What follows belongs to an exercise in optimizing a design on an open flow for small area; a production flow would make more cautious choices. Function was checked by simulation only, so behaviour that the tests miss may differ from the original.

==> flow/design.v <==
`timescale 1ns / 1ps
module delayN
	#(parameter NDELAY = 4)
	(clk,in,out);
   input clk;
   input in;
   output out;
   reg [NDELAY-1:0] shiftreg;
   wire 	    out = shiftreg[NDELAY-1];
   always @(posedge clk)
     shiftreg <= {shiftreg[NDELAY-2:0],in};
endmodule  
`timescale 1ns / 1ps
module polar_to_cartesian
    (input [11:0] r_theta,  
     output reg signed [8:0] x_value,  
     output reg signed [8:0] y_value);
	parameter POS = 9'sb0_0000_0001;
	parameter NEG = 9'sb1_1111_1111;
   parameter ZERO = 9'sb0_0000_0000;
   wire [31:0] rsin_15deg;  
   wire [31:0] rsin_30deg;  
   wire [31:0] rsin_45deg;  
   wire [31:0] rsin_60deg;  
   wire [31:0] rsin_75deg;  
   assign rsin_15deg = (r_theta[7:0]*66) >> 8;  
   assign rsin_30deg = r_theta[7:0] >> 2;  
   assign rsin_45deg = (r_theta[7:0]*181) >> 8;             
   assign rsin_60deg = (r_theta[7:0]*222) >> 8;  
   assign rsin_75deg = (r_theta[7:0]*247) >> 8;
   always @(*) begin
      case (r_theta[11:8])
         4'h1: begin  
            x_value = POS*rsin_75deg[7:0]; 
            y_value = POS*rsin_15deg[7:0];
         end
         4'h2: begin  
            x_value = POS*rsin_60deg[7:0]; 
            y_value = POS*rsin_30deg[7:0];
         end
         4'h3: begin  
            x_value = POS*rsin_45deg[7:0]; 
            y_value = POS*rsin_45deg[7:0];
         end
         4'h4: begin  
            x_value = POS*rsin_30deg[7:0]; 
            y_value = POS*rsin_60deg[7:0];
         end
         4'h5: begin  
            x_value = POS*rsin_15deg[7:0]; 
            y_value = POS*rsin_75deg[7:0];
         end
         4'h6: begin  
            x_value = POS*ZERO; 
            y_value = POS*r_theta[7:0];
         end
         4'h7: begin  
            x_value = NEG*rsin_15deg[7:0]; 
            y_value = POS*rsin_75deg[7:0];
         end
         4'h8: begin  
            x_value = NEG*rsin_30deg[7:0]; 
            y_value = POS*rsin_60deg[7:0];
         end
         4'h9: begin  
            x_value = NEG*rsin_45deg[7:0]; 
            y_value = POS*rsin_45deg[7:0];
         end
         4'hA: begin  
            x_value = NEG*rsin_60deg[7:0]; 
            y_value = POS*rsin_30deg[7:0];
         end
         4'hB: begin  
            x_value = NEG*rsin_75deg[7:0]; 
            y_value = POS*rsin_15deg[7:0];
         end
         4'hC: begin  
            x_value = NEG*r_theta[7:0]; 
            y_value = ZERO;
         end
         default: begin  
            x_value = POS*r_theta[7:0]; 
            y_value = ZERO;
         end
      endcase
   end
endmodule
`timescale 1ns / 1ps
module alpha_blend 
   #(parameter ALPHA_M = 2,ALPHA_N = 4,ALPHA_N_LOG_2 = 2)
   (input [23:0] pixel_1,
    input [23:0] pixel_2,
    output [23:0] overlap_pixel);
   wire [7:0] alpha_blend_R;
   wire [7:0] alpha_blend_G;
   wire [7:0] alpha_blend_B;
   wire [23:0] alpha_blend_pixel;
	assign alpha_blend_R = ((pixel_1[23:16]*ALPHA_M)>>ALPHA_N_LOG_2) + 
	                           ((pixel_2[23:16]*(ALPHA_N-ALPHA_M))>>ALPHA_N_LOG_2);
	assign alpha_blend_G = ((pixel_1[15:8]*ALPHA_M)>>ALPHA_N_LOG_2) + 
	                           ((pixel_2[15:8]*(ALPHA_N-ALPHA_M))>>ALPHA_N_LOG_2);
	assign alpha_blend_B = ((pixel_1[7:0]*ALPHA_M)>>ALPHA_N_LOG_2) +
	                           ((pixel_2[7:0]*(ALPHA_N-ALPHA_M))>>ALPHA_N_LOG_2);
   assign alpha_blend_pixel = {alpha_blend_R, alpha_blend_G, alpha_blend_B};
	assign overlap_pixel = ((pixel_1 & pixel_2) > 0) ? alpha_blend_pixel : (pixel_1 | pixel_2);
endmodule
`timescale 1ns / 1ps
module blob
	#(parameter WIDTH = 64,HEIGHT = 64,COLOR = 24'hFF_FF_FF,BLANK_COLOR=24'h00_00_00)
    (input signed [11:0] center_x,
     input signed [11:0] x_value,
     input signed [11:0] center_y,
     input signed [11:0] y_value,
     output reg [23:0] pixel);
	 parameter WIDTH_D2 = WIDTH/2;
	 parameter HEIGHT_D2 = HEIGHT/2;
	 wire in_square;
	 assign in_square = 	(x_value >= (center_x-WIDTH_D2) && x_value < (center_x+WIDTH_D2)) && 
								(y_value >= (center_y-HEIGHT_D2) && y_value < (center_y+HEIGHT_D2)); 
	 always @(*) begin
		if (in_square) begin
			pixel = COLOR;
		end
		else begin
			pixel = BLANK_COLOR;
		end
	 end
endmodule
`timescale 1ns / 1ps
module oriented_blob
	#(parameter WIDTH = 64,HEIGHT = 64,COLOR = 24'hFF_FF_FF,
	  BLANK_COLOR=24'h00_00_00,INDICATOR_COLOR = 24'h00_FF_00)
    (input signed [11:0] center_x,
     input signed [11:0] x_value,
     input signed [11:0] center_y,
     input signed [11:0] y_value,
	  input [4:0] orientation,
     input clock,
     output reg [23:0] pixel);
	 parameter WIDTH_D2 = WIDTH/2;
	 parameter HEIGHT_D2 = HEIGHT/2;
	 parameter D180 = 12;
    parameter D360 = 24;
    reg in_square;
    reg signed [11:0] delta_x;
	 reg signed [11:0] delta_y;
	 reg signed [11:0] abs_delta_x;
	 reg signed [11:0] abs_delta_y;
    reg [31:0] orientation_quadrant;  
    reg [4:0] orientation2;
    reg test_on_00;
    reg test_on_45;
    reg test_on_90;
    reg signed [31:0] test_on_15;  
	 reg signed [31:0] test_on_30;  
	 reg signed [31:0] test_on_60;  
	 reg signed [31:0] test_on_75;  
    reg [1:0] orientation_quadrant2;
    reg signed [11:0] delta_x2;
    reg signed [11:0] delta_y2;
    reg in_square2;
    reg [4:0] orientation3;
	 parameter ROUNDING_FACTOR = 2;
	 parameter ROUNDING_FACTOR_2 = 2 * ROUNDING_FACTOR;
    reg on_00;
	 reg on_15;
	 reg on_30;
	 reg on_45;
	 reg on_60;
	 reg on_75;
	 reg on_90;
    reg right_quadrant;
    reg [2:0] orientation_angle;
	 reg in_square3;
    always @(posedge clock) begin
      in_square <= (x_value >= (center_x-WIDTH_D2) && x_value < (center_x+WIDTH_D2)) && 
                   (y_value >= (center_y-HEIGHT_D2) && y_value < (center_y+HEIGHT_D2)); 
      delta_x <= x_value - center_x;
      delta_y <= y_value - center_y;
      abs_delta_x <= (center_x > x_value) ? (center_x - x_value) : (x_value - center_x);
      abs_delta_y <= (center_y > y_value) ? (center_y - y_value) : (y_value - center_y);
      orientation_quadrant <= (orientation * 170) >> 10; 
      orientation2 <= orientation;
      test_on_00 <= (!(abs_delta_x == 0)) && (abs_delta_y == 0);  
      test_on_90 <= (abs_delta_x == 0) && (!(abs_delta_y == 0));  
      test_on_45 <= abs_delta_x == abs_delta_y;  
      test_on_15 <= ((abs_delta_x*17) >>> 6) - abs_delta_y;   
      test_on_30 <= ((abs_delta_x*37) >>> 6) - abs_delta_y;  
      test_on_60 <= ((abs_delta_x*111) >>> 6) - abs_delta_y;  
      test_on_75 <= ((abs_delta_x*240) >>> 6) - abs_delta_y;  
      orientation_quadrant2 <= orientation_quadrant[1:0];
      in_square2 <= in_square;
      orientation3 <= orientation2;
      delta_x2 <= delta_x;
      delta_y2 <= delta_y;
      on_00 <= test_on_00;
      on_90 <= test_on_90;
      on_45 <= test_on_45;
      on_15 <= (test_on_15 - ROUNDING_FACTOR <= 0) && 
					(test_on_15 + ROUNDING_FACTOR >= 0);
      on_30 <= (test_on_30 - ROUNDING_FACTOR <= 0) && 
					(test_on_30 + ROUNDING_FACTOR >= 0);
      on_60 <= (test_on_60 - ROUNDING_FACTOR <= 0) && 
					(test_on_60 + ROUNDING_FACTOR >= 0);
      on_75 <= (test_on_75 - ROUNDING_FACTOR_2 <= 0) && 
					(test_on_75 + ROUNDING_FACTOR_2 >= 0);
      case (orientation_quadrant2)         
         1: begin
            right_quadrant <= (delta_x2 <= 0) && (delta_y2 >=0) && in_square2;
            orientation_angle <= D180 - orientation3;  
         end
         2: begin
            right_quadrant <= (delta_x2 <= 0) && (delta_y2 <=0) && in_square2;
            orientation_angle <= orientation3 - D180;  
         end
         3: begin
            right_quadrant <= (delta_x2 >= 0) && (delta_y2 <=0) && in_square2;
            orientation_angle <= D360 - orientation3;  
         end
         default: begin
            right_quadrant <= (delta_x2 >= 0) && (delta_y2 >=0) && in_square2;
            orientation_angle <= orientation3;
         end
      endcase
		in_square3 <= in_square2;
      if (right_quadrant) begin
         case (orientation_angle)
            1: begin
               pixel <= on_15 ? INDICATOR_COLOR : COLOR;
            end
            2: begin
               pixel <= on_30 ? INDICATOR_COLOR : COLOR;
            end
            3: begin
               pixel <= on_45 ? INDICATOR_COLOR : COLOR;
            end
            4: begin
               pixel <= on_60 ? INDICATOR_COLOR : COLOR;
            end
            5: begin
               pixel <= on_75 ? INDICATOR_COLOR : COLOR;
            end
            6: begin
               pixel <= on_90 ? INDICATOR_COLOR : COLOR;
            end
            default: begin
               pixel <= on_00 ? INDICATOR_COLOR : COLOR;
            end
         endcase
      end
      else begin
			if (in_square3) begin
				pixel <= COLOR;
			end
			else begin
				pixel <= BLANK_COLOR;
			end
      end
    end
endmodule
`timescale 1ns / 1ps
module grid
	#(parameter BLANK_COLOR = 24'h00_00_00, GRID_COLOR = 24'hFF_00_00, 
					 LEFT_BORDER = -128, RIGHT_BORDER = 128,
					 TOP_BORDER = 640, BOTTOM_BORDER = 128, LINE_WIDTH = 1)
    (input signed [11:0] x_value,
     input signed [11:0] y_value,
     input clock,
     output reg [23:0] pixel);
   reg on_border;
	reg out_of_border;
	parameter BORDER_WIDTH = 3;  
	reg signed [11:0] y_value_e;
   reg signed [11:0] x_value_e;
	reg signed [31:0] test_15deg;  
	reg signed [31:0] test_45deg;  
	reg signed [31:0] test_75deg;  
	reg [31:0] r_e;  
	reg signed [11:0] y_value_e2;
	reg on_border2;
	reg out_of_border2;
	reg on_arc;
	parameter R_7 = 224*224;
	parameter R_6 = 192*192;
	parameter R_5 = 160*160;
	parameter R_4 = 128*128;
	parameter R_3 = 96*96;
	parameter R_2 = 64*64;
	parameter R_1 = 32*32;
	reg on_15_pos;
	reg on_15_neg;
	reg on_45_pos;
	reg on_45_neg;
	reg on_75_pos;
	reg on_75_neg;
	parameter ROUNDING_FACTOR = 64;
	parameter ROUNDING_FACTOR_2 = 2*ROUNDING_FACTOR;
	parameter ROUNDING_FACTOR_4 = 4*ROUNDING_FACTOR;
	parameter RADIAL_ROUNDING_FACTOR = 3;
	reg on_border3;
	reg out_of_border3;
   always @(posedge clock) begin
      y_value_e <= y_value - BOTTOM_BORDER;
      x_value_e <= x_value;
      on_border <=(x_value - RIGHT_BORDER >= 0) | (x_value - LEFT_BORDER <= 0) |
                  (y_value - TOP_BORDER >= 0) | (y_value - BOTTOM_BORDER <= 0);
      out_of_border <=  (x_value > RIGHT_BORDER + BORDER_WIDTH) 	| (x_value < LEFT_BORDER - BORDER_WIDTH) |
                        (y_value > TOP_BORDER + BORDER_WIDTH) 	| (y_value < BOTTOM_BORDER - BORDER_WIDTH);
      test_15deg <= (x_value_e*17) >>> 6;   
      test_45deg <= x_value_e;              
      test_75deg <= (x_value_e*240) >>> 6;  
      r_e <= x_value_e*x_value_e + y_value_e*y_value_e;
      y_value_e2 <= y_value_e;
      on_border2 <= on_border;
      out_of_border2 <= out_of_border;
      on_15_pos <= 	((test_15deg - y_value_e2) - LINE_WIDTH <= 0) && 
                     ((test_15deg - y_value_e2) + LINE_WIDTH >= 0);
      on_15_neg <= 	((test_15deg + y_value_e2) - LINE_WIDTH <= 0) && 
                     ((test_15deg + y_value_e2) + LINE_WIDTH >= 0);
      on_45_pos <= 	((test_45deg - y_value_e2) - LINE_WIDTH <= 0) && 
                     ((test_45deg - y_value_e2) + LINE_WIDTH >= 0);
      on_45_neg <= 	((test_45deg + y_value_e2) - LINE_WIDTH <= 0) && 
                     ((test_45deg + y_value_e2) + LINE_WIDTH >= 0);
      on_75_pos <= 	((test_75deg - y_value_e2) - (LINE_WIDTH*RADIAL_ROUNDING_FACTOR) <= 0) && 
                     ((test_75deg - y_value_e2) + (LINE_WIDTH*RADIAL_ROUNDING_FACTOR) >= 0);
      on_75_neg <= 	((test_75deg + y_value_e2) - (LINE_WIDTH*RADIAL_ROUNDING_FACTOR) <= 0) && 
                     ((test_75deg + y_value_e2) + (LINE_WIDTH*RADIAL_ROUNDING_FACTOR) >= 0);
      on_arc <= ((r_e - R_1 - (LINE_WIDTH*ROUNDING_FACTOR) <= 0) && (r_e - R_1 + (LINE_WIDTH*ROUNDING_FACTOR) >= 0)) |
                ((r_e - R_2 - (LINE_WIDTH*ROUNDING_FACTOR_2) <= 0) && (r_e - R_2 + (LINE_WIDTH*ROUNDING_FACTOR_2) >= 0)) |
                ((r_e - R_3 - (LINE_WIDTH*ROUNDING_FACTOR_2) <= 0) && (r_e - R_3 + (LINE_WIDTH*ROUNDING_FACTOR_2) >= 0)) |
                ((r_e - R_4 - (LINE_WIDTH*ROUNDING_FACTOR_2) <= 0) && (r_e - R_4 + (LINE_WIDTH*ROUNDING_FACTOR_2) >= 0)) |
                ((r_e - R_5 - (LINE_WIDTH*ROUNDING_FACTOR_4) <= 0) && (r_e - R_5 + (LINE_WIDTH*ROUNDING_FACTOR_4) >= 0)) |
                ((r_e - R_6 - (LINE_WIDTH*ROUNDING_FACTOR_4) <= 0) && (r_e - R_6 + (LINE_WIDTH*ROUNDING_FACTOR_4) >= 0)) |
                ((r_e - R_7 - (LINE_WIDTH*ROUNDING_FACTOR_4) <= 0) && (r_e - R_7 + (LINE_WIDTH*ROUNDING_FACTOR_4) >= 0));
      on_border3 <= on_border2;
      out_of_border3 <= out_of_border2;               
      if ((!out_of_border3) && (on_border3 | on_arc | on_15_pos | on_15_neg | 
                                 on_45_pos | on_45_neg | on_75_pos | on_75_neg)) begin
         pixel <= GRID_COLOR;
      end
      else begin
         pixel <= BLANK_COLOR;
      end
   end
endmodule
`timescale 1ns / 1ps
module vga_writer (
   input vclock,						 
   input reset,						 
   input [11:0] location,		 
   input [4:0] orientation,		 
   input [11:0] target_location, 
   input new_data,					 
   input orientation_ready,   	 
   input [10:0] hcount,			 
   input [9:0]  vcount, 			 
   input hsync,						 
   input vsync,						 
   input blank,						 
   output phsync,					 
   output pvsync,					 
   output pblank,					 
   output reg [23:0] pixel		 
   );
	parameter PIPELINE_LENGTH = 5;
	delayN #(.NDELAY(PIPELINE_LENGTH)) hdelay (.clk(vclock),.in(hsync),.out(phsync));
	delayN #(.NDELAY(PIPELINE_LENGTH)) vdelay (.clk(vclock),.in(vsync),.out(pvsync));
	delayN #(.NDELAY(PIPELINE_LENGTH)) bdelay (.clk(vclock),.in(blank),.out(pblank));
   parameter TOTAL_WIDTH = 1024;
	parameter TOTAL_HEIGHT = 768;
   wire signed [11:0] x_value;
   wire signed [11:0] y_value;
   assign x_value = hcount - TOTAL_WIDTH/2;
   assign y_value = TOTAL_HEIGHT - vcount;
   parameter BLANK_COLOR = 24'h00_00_00;
   parameter GRID_COLOR = 24'hFF_FF_FF;
   parameter TARGET_WIDTH = 16;
	parameter TARGET_HEIGHT = 16;
	parameter TARGET_COLOR = 24'h00_FF_00;
	parameter ROVER_HEIGHT = 16;
	parameter ROVER_WIDTH = 16;
	parameter ROVER_COLOR = 24'hFF_00_00;
	parameter ROVER_ORIENTED_COLOR = 24'h00_00_FF;
	parameter GRID_LINE_WIDTH = 1;
	parameter GRID_HEIGHT = 256;
	parameter GRID_WIDTH = 512;
	parameter GRID_RIGHT_BORDER = (TOTAL_WIDTH-GRID_WIDTH)/2;
	parameter GRID_LEFT_BORDER = -1*GRID_RIGHT_BORDER;
	parameter GRID_BOTTOM_BORDER = (TOTAL_HEIGHT-GRID_HEIGHT)/2;
	parameter GRID_TOP_BORDER = TOTAL_HEIGHT - GRID_BOTTOM_BORDER;
   reg signed [11:0] target_x;
   reg signed [11:0] target_y;
   wire signed [8:0] temp_target_x;
   wire signed [8:0] temp_target_y;
   wire signed [11:0] sized_temp_target_x;
	wire signed [11:0] sized_temp_target_y;
   reg signed [11:0] rover_x;
   reg signed [11:0] rover_y;
   wire signed [8:0] temp_rover_x;
   wire signed [8:0] temp_rover_y;
	wire signed [11:0] sized_temp_rover_x;
	wire signed [11:0] sized_temp_rover_y;
   polar_to_cartesian ptcr (.r_theta(location),.x_value(temp_rover_x),.y_value(temp_rover_y));
   assign sized_temp_rover_x = {temp_rover_x[8],temp_rover_x[8],temp_rover_x[8],temp_rover_x};
	assign sized_temp_rover_y = {temp_rover_y[8],temp_rover_y[8],temp_rover_y[8],temp_rover_y};
   polar_to_cartesian ptct (.r_theta(target_location),.x_value(temp_target_x),.y_value(temp_target_y));
   assign sized_temp_target_x = {temp_target_x[8],temp_target_x[8],temp_target_x[8],temp_target_x};
	assign sized_temp_target_y = {temp_target_y[8],temp_target_y[8],temp_target_y[8],temp_target_y};
	reg signed [11:0] max_x;
	reg signed [11:0] max_y;
	wire [2:0] scale_factor;
	assign scale_factor = 10;
   wire [23:0] grid_pixel;
   grid 	#(.GRID_COLOR(GRID_COLOR),.BLANK_COLOR(BLANK_COLOR), 
			  .BOTTOM_BORDER(GRID_BOTTOM_BORDER),.TOP_BORDER(GRID_TOP_BORDER),
			  .LEFT_BORDER(GRID_LEFT_BORDER),.RIGHT_BORDER(GRID_RIGHT_BORDER),
			  .LINE_WIDTH(GRID_LINE_WIDTH))
		grid(.x_value(x_value),.y_value(y_value),.pixel(grid_pixel),.clock(vclock));
   wire [23:0] target_pixel;
	blob #(.WIDTH(TARGET_WIDTH),.HEIGHT(TARGET_HEIGHT),.COLOR(TARGET_COLOR),.BLANK_COLOR(BLANK_COLOR))
		  target(.center_x(target_x),.center_y(target_y),.x_value(x_value),.y_value(y_value),.pixel(target_pixel));
   wire [23:0] rover_pixel_noO;
   blob #(.WIDTH(ROVER_WIDTH),.HEIGHT(ROVER_HEIGHT),.COLOR(ROVER_COLOR),.BLANK_COLOR(BLANK_COLOR))
		  rover_noO(.center_x(rover_x),.center_y(rover_y),.x_value(x_value),.y_value(y_value),.pixel(rover_pixel_noO));
   wire [23:0] rover_pixel_yesO;
   oriented_blob #(.WIDTH(ROVER_WIDTH),.HEIGHT(ROVER_HEIGHT),.COLOR(ROVER_ORIENTED_COLOR),
						 .BLANK_COLOR(BLANK_COLOR),.INDICATOR_COLOR(ROVER_COLOR))
		  rover_yesO(.center_x(rover_x),.center_y(rover_y),.x_value(x_value),.y_value(y_value),.pixel(rover_pixel_yesO),
						 .orientation(orientation),.clock(vclock));
   reg [23:0] target_pixel2;
   reg [23:0] target_pixel3;
   reg [23:0] target_pixel4;
   reg [23:0] target_pixel5;
   reg [23:0] rover_pixel_noO2;
   reg [23:0] rover_pixel_noO3;
   reg [23:0] rover_pixel_noO4;
   reg [23:0] rover_pixel;
   reg [23:0] grid_pixel2;
   parameter ALPHA_M = 2;
   parameter ALPHA_N = 4;
   parameter ALPHA_N_LOG_2 = 2;
   wire [23:0] overlap_pixel;
   alpha_blend #(.ALPHA_M(ALPHA_M),.ALPHA_N(ALPHA_N),.ALPHA_N_LOG_2(ALPHA_N_LOG_2))
              ab(.pixel_1(rover_pixel),.pixel_2(target_pixel5),.overlap_pixel(overlap_pixel));
   always @(posedge vclock) begin
		if (reset) begin
            rover_x <= 0; 
            rover_y <= GRID_BOTTOM_BORDER/2;
      end
		else begin
			if (!vsync) begin
				if (new_data | orientation_ready) begin
					rover_x <= sized_temp_rover_x * scale_factor;
					rover_y <= (sized_temp_rover_y * scale_factor) + GRID_BOTTOM_BORDER;		
				end
            target_x <= sized_temp_target_x * scale_factor;
				target_y <= (sized_temp_target_y * scale_factor) + GRID_BOTTOM_BORDER;
			end
			else begin
				rover_pixel_noO2 <= rover_pixel_noO;
				target_pixel2 <= target_pixel;
				rover_pixel_noO3 <= rover_pixel_noO2;
				target_pixel3 <= target_pixel2;
            rover_pixel_noO4 <= rover_pixel_noO3;
            target_pixel4 <= target_pixel3;
				rover_pixel <= orientation_ready ? rover_pixel_yesO : rover_pixel_noO4;
				target_pixel5 <= target_pixel4;
            grid_pixel2 <= grid_pixel;
				pixel <= |overlap_pixel ? overlap_pixel : grid_pixel2;
			end
		end
   end
endmodule
==> flow/run.sh <==
#!/bin/bash
# synth_recipe.tcl (not shown) runs the flow's synth.tcl, then flattens the netlist and writes it again
# the make line also repeats each setting of config.mk as NAME=value (left out here)
make -C /OpenROAD-flow-scripts/flow DESIGN_CONFIG=/design/flow/config.mk WORK_HOME=/design/flow/orfs CLKGATE_MAP_FILE= SYNTH_SCRIPT=/design/flow/synth_recipe.tcl finish
==> flow/config.mk <==
export PLATFORM = sky130hd
export DESIGN_NAME = vga_writer
export DESIGN_NICKNAME = vga_writer
export VERILOG_FILES = /design/flow/design.v
export SDC_FILE = /design/flow/constraint.sdc
export NUM_CORES = 4
export LEC_CHECK = 0
export CAP_MARGIN = 20
export CORE_MARGIN = 2
export CORE_UTILIZATION = 40
export SLEW_MARGIN = 20
==> flow/constraint.sdc <==
create_clock -name core_clock -period 12.0 [get_ports {vclock}]
set_input_delay 2.4000 -clock core_clock [delete_from_list [all_inputs] [get_ports {vclock}]]
set_output_delay 2.4000 -clock core_clock [all_outputs]
set_load 0.01 [all_outputs]
==> run summary <==
-- metal layers --
layer  vias to the layer above  part of all wire [%]  global-route usage (%)
li1                      22300                     -                       -
met1                     22200                    46                    30.0
met2                      1211                    46                    36.2
met3                       269                   5.6                    3.25
met4                        18                   2.9                    6.21
met5                         -                 0.071                       0
-- worst min-delay path by stage --
stage | from | to | slack [ns] | cells past startpoint
after floorplan | bdelay.shiftreg[0]$_DFF_P_ | bdelay.shiftreg[1]$_DFF_P_ | 0.31 | 0
after global placement | vdelay.shiftreg[0]$_DFF_P_ | vdelay.shiftreg[1]$_DFF_P_ | 0.31 | 0
after detailed placement | rover_yesO.delta_x[3]$_DFF_P_ | rover_yesO.delta_x2[3]$_DFF_P_ | 0.31 | 0
after CTS | vdelay.shiftreg[3]$_DFF_P_ | vdelay.shiftreg[4]$_DFF_P_ | 0.33 | 0
after global routing | rover_yesO.delta_x[5]$_DFF_P_ | rover_yesO.delta_x2[5]$_DFF_P_ | 0.33 | 0
final | rover_yesO.delta_y[6]$_DFF_P_ | rover_yesO.delta_y2[6]$_DFF_P_ | 0.32 | 0
-- stage by stage --
| step | util [%] | hold WS (ns) | cell area, um2 |
|---|---|---|---|
| after floorplan | - | 0.310 | 58100 |
| after global placement | 42.5 | 0.310 | 61200 |
| after detailed placement | 42.5 | 0.312 | 61200 |
| after CTS | 43.6 | 0.325 | 62700 |
| after global routing | 43.6 | 0.329 | 62700 |
| final | 43.6 | 0.323 | 62700 |
-- cell families (layout without fill, tap and decap cells) --
group | after synthesis | after routing | share of synthesized area, %
compound gates | 1118 | 1118 | 12.6
mux | 22 | 22 | 0.399
simple gates | 1547 | 1547 | 13.6
xor+xnor | 592 | 592 | 8.95
flops | 338 | 338 | 12.2
other cells | 0 | 4 | 0
fa+ha+maj | 1632 | 1632 | 43.0
buf+inv | 1414 | 1505 | 9.32
-- layout make-up --
| class | count | area, um2 |
|---|---|---|
| clock buffer | 63 | 1330 |
| multi-input combinational | 4911 | 45600 |
| clock inverter | 17 | 193 |
| sequential | 338 | 7080 |
| inverter | 1269 | 4760 |
| antenna | 4 | 10.0 |
| fill | 14100 | 81100 |
| timing repair buffer | 156 | 1380 |
| tap | 1903 | 2380 |
-- sequential cells by signal (all words and copies together) (netlist names), 12 cells and up --
register	cells
rover_yesO.delta_x	12
rover_yesO.delta_y	12
grid.test_15deg	12
rover_yesO.delta_x2	12
rover_yesO.test_on_75	16
rover_yesO.test_on_60	15
rover_yesO.test_on_30	14
grid.test_75deg	15
rover_yesO.test_on_15	13
grid.r_e	32
rover_yesO.delta_y2	12
-- cells in the final DEF, fill, tap and decap left out, types with 13 or more instances in the layout --
cell and count:
nor4_1 66, nor2b_1 95, nor2_1 390, dfxtp_1 307, or4_1 27, nand2_1 303
xor2_1 163, o211ai_1 18, a31oi_1 35, a22oi_1 27, o21bai_1 53, o41ai_1 13
a21boi_0 23, or2_2 40, xnor2_1 428, edfxtp_1 31, o21a_1 52, clkbuf_16 47
nor3_1 140, nand3_1 123, and3_1 35, nand2b_1 76, nand4_1 69, a211oi_1 18
o22ai_1 17, or3_1 28, clkdlybuf4s50_1 83, o31ai_1 17, o221ai_1 20, o21ai_0 211
fa_1 606, buf_4 73, and2_1 79, o2111ai_1 18, a221oi_1 27, mux2i_1 13
a21oi_1 335, inv_1 1264, ha_1 1026, a21o_1 101
-- worst max-delay path: cells and delay by family --
family,cells,cell delay [ns]
buffers and inverters,7,1.17
AO/OA/AOI/OAI,9,1.93
AND/OR/NAND/NOR,2,0.27
XOR/XNOR,2,0.53
adder cells (fa/ha/maj),10,4.75
==> reports/metrics.yaml <==
status: "finished clean"
fin_skew_ns: 0.0288
crit_fanout: 8
post-synth-top-count-cell: "inv_1"
start_util_pct: 40.4
cts_root_buffer: "clkbuf_16"
path_clk_slew_ns: 0.06
stdcell_count: 8661
slew-limit-headroom_pct: 15.2
post_drt_wl_per_cell_um: 18.7
synth_edf_count: 31
grt_pass1_wl_mm: 259
ys_top_cells_by_count: "1264 x inv_1, 1026 x ha_1, 606 x fa_1, 428 x xnor2_1, 390 x nor2_1"
io_buffers: 83
cp-endpoint: "target_x[8]$_DFFE_PP_"
fin_ws_ns: 1.30
post_cts_resized: 0
syn_avg_cell_area_um2: 8.72
min_path_type: "flip-flop to flip-flop"
drc: 0
reg2reg_depth: 30
overflow: 0
synthCells: 6663
grt_antenna_before_repair: 14
syn_area_um2: 58100
fmax_mhz: 93.4
rsz0062_at_grt: "false"
drt-initial-drc-count: 3168
ys_warn_count: 7
die_h_um: 385
timing.rr.start: "rover_yesO.delta_x[0]$_DFF_P_"
maxSlewViolCount: 0
critical_path_class: "primary input to flip-flop"
ant_nets: 0
fin_crit_sh_pct: 89.2
grt_use_total_pct: 22.0
synth_seq_cells: 338
core_um2: 144000
die_x_um: 385
pre_cts_ws_ns: 0.679
drt_wl_total_mm: 162
place_congestion: 0.953
grt_max_degree: 36
synth_nets: 8352
via_per_inst: 5.31
area_delta_synth_final_pct: 8.01
crit_path_end_kind: "flip-flop"
hold_buffers: 0
dp_cells: 8577
cts_inserted_buffers: 43
cts_tree: "done"
cp-start-kind: "primary input"
clk_latency_ns: 0.62
cpMostUsedCell: "fa_1"
fin_setup_tns_ns: 0
period_needed_ns: 10.70
synth_seq_area_share_pct: 12.2
cts_sinks: 338
required_ns: 12.35
async_flop_share_pct: 0
cpMaxStageDelayCell: "fa_1"
max_stage_delay_ns: 0.77
dieArea_um2: 148000
hpwl_mm: 134
ioPinCount: 84
synth_top_area_share_pct: 22.1
crit_arrival_ns: 11.06
synth.area.top_cells: "ha_1 22%, fa_1 21%, dfxtp_1 11%"
critPathLaunch: "target_location[4]"
fin_nets: 8408
cts_max_path_buffers: 3
setup_viol: 0
drv_cap: 0
post-cts-setup-buffers: 0
r2r-end: "grid.r_e[23]$_DFF_P_"
ys_types: 94
r2r_slack_ns: 4.07
h-tree-depth: 2
hold_viol: 0
num_vias: 46000
synth_top_flop_cell: "dfxtp_1"
tightest_slew_ns: 1.24
synth_top_area_cell: "ha_1"
drive_gt1_share_pct: 3.39
first_pass_iters: 8
grt_pass1_vias: 46900
rows: 139

-- static timing again, ports no longer ideal --
No port has a modelled driver above. Below, the same layout with a new extraction and two added sets of constraints.
Step 1: set_driving_cell puts a clkbuf_16 on vclock and a buf_2 on each other input, an assumption about the parent block.
Step 2 also shifts input and output timing later by t, the mid clock arrival at the registers, as if the neighbouring blocks saw the same clock.
Three values: no drivers, after step 1, after step 2; two values: the first two.
shift t [ns]: 0.682
setup WS [ns]: 1.296 / 1.351 / 0.669
hold WS [ns]: 0.323 / 0.323 / 0.323
slew at the worst register clock pin (ns): 0.07 / 0.07
cell pins on the clock port's net: 1
After both steps this run still meets setup and hold. For this run, drivers alone change the setup slack by +0.055 ns; drivers and shift together by -0.627 ns.
